What follows belongs to an exercise in optimizing a design on an open flow for small area and a short achievable clock period; a production flow would make more cautious choices. Only simulation tests tie the RTL to the original design; equivalence was not proved. No activity file was given, so power comes from the tool's default toggle rates.

Setup of job 7588:
## counter
module counter(out,data,load,reset,clk);
parameter n=939;
output[n-1:0] out;
input[n-1:0] data;
input load,clk,reset;
reg[n-1:0] out;
wire[n-1:0] nxt;
wire[234:0] gn;    
wire bf0;
wire bf1;
wire bf2;
wire bf3;
wire bf4;
wire bf5;
wire bf6;
wire bf7;
wire bf8;
wire bf9;
wire bf10;
wire bf11;
wire bf12;
wire bf13;
wire bf14;
wire bf15;
wire bf16;
wire bf17;
wire bf18;
wire bf19;
wire bf20;
wire bf21;
wire bf22;
wire bf23;
wire bf24;
wire bf25;
wire bf26;
wire bf27;
wire bf28;
wire bf29;
wire bf30;
wire bf31;
wire bf32;
wire bf33;
wire bf34;
wire bf35;
wire bf36;
wire bf37;
wire bf38;
wire bf39;
wire bf40;
wire bf41;
wire bf42;
wire bf43;
wire bf44;
wire bf45;
wire bf46;
wire bf47;
wire bf48;
wire bf49;
wire bf50;
wire bf51;
wire bf52;
wire bf53;
wire bf54;
wire bf55;
wire bf56;
wire bf57;
wire bf58;
wire bf59;
wire bf60;
wire bf61;
wire bf62;
wire bf63;
wire bf64;
wire bf65;
wire bf66;
wire bf67;
wire bf68;
wire bf69;
wire bf70;
wire bf71;
wire bf72;
wire bf73;
wire bf74;
wire bf75;
wire bf76;
wire bf77;
wire bf78;
wire bf79;
wire bf80;
wire bf81;
wire bf82;
wire bf83;
wire bf84;
wire bf85;
wire bf86;
wire bf87;
wire bf88;
wire bf89;
wire bf90;
wire bf91;
wire bf92;
wire bf93;
wire bf94;
wire bf95;
wire bf96;
wire bf97;
wire bf98;
wire bf99;
wire bf100;
wire bf101;
wire bf102;
wire bf103;
wire bf104;
wire bf105;
wire bf106;
wire bf107;
wire bf108;
wire bf109;
wire bf110;
wire bf111;
wire bf112;
wire bf113;
wire bf114;
wire bf115;
wire bf116;
wire p0_1;
wire p0_2;
wire p0_3;
wire p0_4;
wire p0_5;
wire p0_6;
wire p0_7;
wire p0_8;
wire p0_9;
wire p0_10;
wire p0_11;
wire p0_12;
wire p0_13;
wire p0_14;
wire p0_15;
wire p0_16;
wire p0_17;
wire p0_18;
wire p0_19;
wire p0_20;
wire p0_21;
wire p0_22;
wire p0_23;
wire p0_24;
wire p0_25;
wire p0_26;
wire p0_27;
wire p0_28;
wire p0_29;
wire p0_30;
wire p0_31;
wire p0_32;
wire p0_33;
wire p0_34;
wire p0_35;
wire p0_36;
wire p0_37;
wire p0_38;
wire p0_39;
wire p0_40;
wire p0_41;
wire p0_42;
wire p0_43;
wire p0_44;
wire p0_45;
wire p0_46;
wire p0_47;
wire p0_48;
wire p0_49;
wire p0_50;
wire p0_51;
wire p0_52;
wire p0_53;
wire p0_54;
wire p0_55;
  ...
For scale: roughly 5300 cells after synthesis, about 50000 sq um of cells after synthesis.
==> flow/config.mk <==
export PLATFORM = sky130hd
export DESIGN_NAME = counter
export DESIGN_NICKNAME = counter
export VERILOG_FILES = /design/flow/design.v
export SDC_FILE = /design/flow/constraint.sdc
export NUM_CORES = 4
export LEC_CHECK = 0
export CAP_MARGIN = 20
export CORE_AREA = 4 4 296 296
export DIE_AREA = 0 0 300 300
export PLACE_DENSITY = 0.75
export SETUP_SLACK_MARGIN = 4.0
export SLEW_MARGIN = 20
export SYNTH_HIERARCHICAL = 1
export SYNTH_MINIMUM_KEEP_SIZE = 0
==> flow/constraint.sdc <==
create_clock -name core_clock -period 7.0 [get_ports {clk}]
set_input_delay 1.4000 -clock core_clock [delete_from_list [all_inputs] [get_ports {clk}]]
set_output_delay 1.4000 -clock core_clock [all_outputs]
set_load 0.01 [all_outputs]
standard.sh (not shown) runs the stock make flow with config.mk's settings and CLKGATE_MAP_FILE= SYNTH_SCRIPT=/design/flow/synth_recipe.tcl, a recipe that flattens the netlist after the stock synthesis.
==> flow/flow/run.sh <==
#!/bin/bash
export BUFFER_PORTS_ARGS="-buffer_cell sky130_fd_sc_hd__buf_1"
export PLACE_PINS_ARGS="-min_distance 1 -min_distance_in_tracks"
cp standard.sh standard.sh.txt
bash standard.sh > standard.log 2>&1
Job 7588 did not finish: a tool error stopped it during global routing.
The inputs of job 7046 differ from those of job 7588 as listed below.
Settings: an added CTS_CLUSTER_SIZE of 24; an added CTS_CLUSTER_DIAMETER of 60; a change of CORE_AREA from 4 4 296 296 to 4 4 556 176; a change of DIE_AREA from 0 0 300 300 to 0 0 560 180; a change of PLACE_DENSITY from 0.75 to 0.6.
==> run notes <==
- Comparing job 7588 against job 7046, there is no change at all in maximum buffer depth of the clock tree.
- Between job 7046 and job 7588, the net count after synthesis figures differ only marginally.
- Diff job 7588 -> job 7046: initial core utilization went down 5.7 points; H-tree depth went down 1; cell row count went down 44.
- Job 7588 failed in global routing with GRT-0116.
- Per the final summary, job 7046 finished and its layout is clean on timing, DRC and antenna.
### job 7046 -> job 6388
Settings: changing PLACE_DENSITY from 0.6 to 0.5; changing DIE_AREA from 0 0 560 180 to 0 0 530 180; changing CTS_CLUSTER_SIZE from 24 to 20; changing CORE_AREA from 4 4 556 176 to 4 4 526 176.
- For the met2 wire length, job 6388 came in about 1.7% lower than job 7046 did.
- On worst ir drop on vdd, job 6388 does worse than job 7046.
- Job 6388 went all the way through the flow, and no timing, DRC or antenna check failed.
- As of job 6388, die outline area had fallen by a few percent compared to job 7046.
- NOTE number of fill cells in the layout job 7046->job 6388 decreased by a little under 10%
- The part of the total power dissipated in the clock network in job 6388 sits 1.1 points above the value recorded for job 7046.
Setup changes, job 6388 to job 4848
Settings: a deleted CTS_CLUSTER_SIZE that had been 20; a change of DIE_AREA from 0 0 530 180 to 0 0 560 180; a change of SETUP_SLACK_MARGIN from 4.0 to 3.8; a change of PLACE_DENSITY from 0.5 to 0.7; a deleted CTS_CLUSTER_DIAMETER that had been 60; a change of CORE_AREA from 4 4 526 176 to 4 4 556 176.
--- outcome ---
- Relative to job 6388, CTS H-tree depth increased by 1 in job 4848.
- Final area grows slightly when moving from job 6388 to job 4848.
- | final cell count | job 4848 vs job 6388 | 62 higher |
- Diff job 6388 and job 4848: clock share of power lower in job 6388
- Share of the final layout cell area in multi-input gates for job 4848 is lower than for job 6388.
- STATUS switching power: job 4848 loses against job 6388
- Destination of the critical timing path: out[548] -> job 6388, out[396] -> job 4848
- Job 6388 → job 4848: starting density of the core has decreased; CTS buffer count shows an increase of 46%.
- Looking at final worst-path cycle share, job 4848 sits 3.6 points above job 6388.
- [job 4848 vs job 6388] power share of the combinational group: lower in job 4848


Starting RTL as in the previous note.
Settings: LEC_CHECK=0, CAP_MARGIN=20, CORE_AREA=4 4 556 176, CTS_CLUSTER_DIAMETER=60, CTS_CLUSTER_SIZE=20, DIE_AREA=0 0 560 180, PLACE_DENSITY=0.4, SETUP_SLACK_MARGIN=4.0, SLEW_MARGIN=20, SYNTH_HIERARCHICAL=1, SYNTH_MINIMUM_KEEP_SIZE=0; clock period 7.0 ns.
Scripts as last shown in full above: flow/flow/run.sh
Edit:
--- a/flow/config.mk
+++ b/flow/config.mk
@@ -8,9 +8,7 @@
 export CAP_MARGIN = 20
 export CORE_AREA = 4 4 556 176
-export CTS_CLUSTER_DIAMETER = 60
-export CTS_CLUSTER_SIZE = 20
 export DIE_AREA = 0 0 560 180
-export PLACE_DENSITY = 0.4
-export SETUP_SLACK_MARGIN = 4.0
+export PLACE_DENSITY = 0.7
+export SETUP_SLACK_MARGIN = 4.2
 export SLEW_MARGIN = 20
 export SYNTH_HIERARCHICAL = 1
What happened: Final area grows by 9.4%; synthesized area stays the same; global-route usage went up by 7.4 points; power rises by about 18%; clock-buffer cell count increases by 47; via count went up by 11%; maximum frequency falls by 0.98%; non-clock buffer count goes up by 349; hold slack gets better by 0.0082 ns; clock power rose by about 55%.


== zinc ==
counter again, from the RTL that the note above started with.
## counter
module counter(out,data,load,reset,clk);
parameter n=939;
output[n-1:0] out;
input[n-1:0] data;
input load,clk,reset;
reg[n-1:0] out;
wire[n-1:0] nxt;
wire[234:0] gn;    
wire bf0;
wire bf1;
wire bf2;
wire bf3;
wire bf4;
wire bf5;
wire bf6;
wire bf7;
wire bf8;
wire bf9;
wire bf10;
wire bf11;
wire bf12;
wire bf13;
wire bf14;
wire bf15;
wire bf16;
wire bf17;
wire bf18;
wire bf19;
wire bf20;
wire bf21;
wire bf22;
wire bf23;
wire bf24;
wire bf25;
wire bf26;
wire bf27;
wire bf28;
wire bf29;
wire bf30;
wire bf31;
wire bf32;
wire bf33;
wire bf34;
wire bf35;
wire bf36;
wire bf37;
wire bf38;
wire bf39;
wire bf40;
wire bf41;
wire bf42;
wire bf43;
wire bf44;
wire bf45;
wire bf46;
wire bf47;
wire bf48;
wire bf49;
wire bf50;
wire bf51;
wire bf52;
wire bf53;
wire bf54;
wire bf55;
wire bf56;
wire bf57;
wire bf58;
wire bf59;
wire bf60;
wire bf61;
wire bf62;
wire bf63;
wire bf64;
wire bf65;
wire bf66;
wire bf67;
wire bf68;
wire bf69;
wire bf70;
wire bf71;
wire bf72;
wire bf73;
wire bf74;
wire bf75;
wire bf76;
wire bf77;
wire bf78;
wire bf79;
wire bf80;
wire bf81;
wire bf82;
wire bf83;
wire bf84;
wire bf85;
wire bf86;
wire bf87;
wire bf88;
wire bf89;
wire bf90;
wire bf91;
wire bf92;
wire bf93;
wire bf94;
wire bf95;
wire bf96;
wire bf97;
wire bf98;
wire bf99;
wire bf100;
wire bf101;
wire bf102;
wire bf103;
wire bf104;
wire bf105;
wire bf106;
wire bf107;
wire bf108;
wire bf109;
wire bf110;
wire bf111;
wire bf112;
wire bf113;
wire bf114;
wire bf115;
  ...
==> flow/config.mk <==
export PLATFORM = sky130hd
export DESIGN_NAME = counter
export DESIGN_NICKNAME = counter
export VERILOG_FILES = /design/flow/design.v
export SDC_FILE = /design/flow/constraint.sdc
export NUM_CORES = 4
export LEC_CHECK = 0
export CAP_MARGIN = 20
export CORE_AREA = 4 4 556 176
export CTS_CLUSTER_DIAMETER = 60
export CTS_CLUSTER_SIZE = 20
export DIE_AREA = 0 0 560 180
export PLACE_DENSITY = 0.7
export SETUP_SLACK_MARGIN = 4.0
export SLEW_MARGIN = 20
export SYNTH_HIERARCHICAL = 1
export SYNTH_MINIMUM_KEEP_SIZE = 0
==> flow/constraint.sdc <==
create_clock -name core_clock -period 7.0 [get_ports {clk}]
set_input_delay 1.4000 -clock core_clock [delete_from_list [all_inputs] [get_ports {clk}]]
set_output_delay 1.4000 -clock core_clock [all_outputs]
set_load 0.01 [all_outputs]
Scripts as last shown in full above: flow/flow/run.sh
zinc ran to completion and came out clean on the timing, DRC and antenna checks.
Changes in maple relative to zinc:
--- a/flow/config.mk
+++ b/flow/config.mk
@@ -9 +9 @@
-export CORE_AREA = 4 4 556 176
+export CORE_AREA = 4 4 596 186
@@ -12,2 +12,2 @@
-export DIE_AREA = 0 0 560 180
-export PLACE_DENSITY = 0.7
+export DIE_AREA = 0 0 600 190
+export PLACE_DENSITY = 0.5
Results
- maple has completed all stages; timing, DRC and antenna checks passed.
- Delta (maple minus zinc): met3 wire length decreased about 37%; wire length of the first global-routing pass decreased 10%; non-clock buffer contribution to total cell area increased 0.28 points; relative contribution of combinational cells to total power decreased 0.5 points.
- From zinc to maple the numbers moved as follows: final cell count +242; aggregate routed wire length -about 8%; combinational power -about 4%.
- For maple, the end point of the critical path was out[860], unlike zinc, where it was out[788].
- Power attributed to sequential cells of zinc is on par with maple.
- Taking zinc as the reference, in maple count of instances resized after the clock tree is built shows an increase of about 0.9%, total power shows a reduction of 1.2%, clock share of power shows no meaningful change.
Edits applied to the flow inputs when going from maple to amber:
--- a/flow/config.mk
+++ b/flow/config.mk
@@ -9 +9 @@
-export CORE_AREA = 4 4 596 186
+export CORE_AREA = 4 4 556 176
@@ -12 +12 @@
-export DIE_AREA = 0 0 600 190
+export DIE_AREA = 0 0 560 180
### Flow results
- amber against maple: slew at the pin with the worst max-slew slack went up, final cell count went down, proportion of final cell area spent on non-clock buffers -0.53 points.
- maple vs amber, source of the critical timing path: out[1] vs out[777]

[separate check: timing with driven ports]
How much do the figures lean on ideal ports? The routed layouts below were timed once more, with nothing changed but the port constraints.
Step 1, drivers: a clkbuf_16 drives clk and a buf_2 each remaining input, both assumed.
Step 2 times the ports against the registers' clock, not the clock port: input delays grow and output delays shrink by t, the midpoint of the rising clock arrivals with the driver on.
Three values: ideal, step 1, step 2; two values: the first two.
run | t, ns | setup WS [ns] | hold slack, ns | pins driven straight from the clock port
job 7046 | 0.738 | 3.899 / 3.899 / 3.417 | 0.617 / 0.617 / 0.617 | 1
job 6388 | 0.738 | 3.908 / 3.908 / 3.468 | 0.573 / 0.573 / 0.573 | 1
job 4848 | 0.747 | 3.659 / 3.659 / 3.284 | 0.507 / 0.507 / 0.507 | 1
the first run of note 2 | 0.755 | 3.946 / 3.946 / 3.328 | 0.616 / 0.616 / 0.616 | 1
the second run of note 2 | 0.758 | 3.916 / 3.916 / 3.681 | 0.624 / 0.624 / 0.624 | 1
zinc | 0.766 | 3.914 / 3.914 / 3.219 | 0.624 / 0.624 / 0.624 | 1
maple | 0.752 | 3.898 / 3.898 / 3.362 | 0.562 / 0.562 / 0.562 | 1
amber | 0.755 | 3.946 / 3.946 / 3.328 | 0.616 / 0.616 / 0.616 | 1
After both steps every run listed still meets setup and hold. For zinc, which loses most, drivers alone change the setup slack by 0.000 ns; drivers and shift together by -0.695 ns.
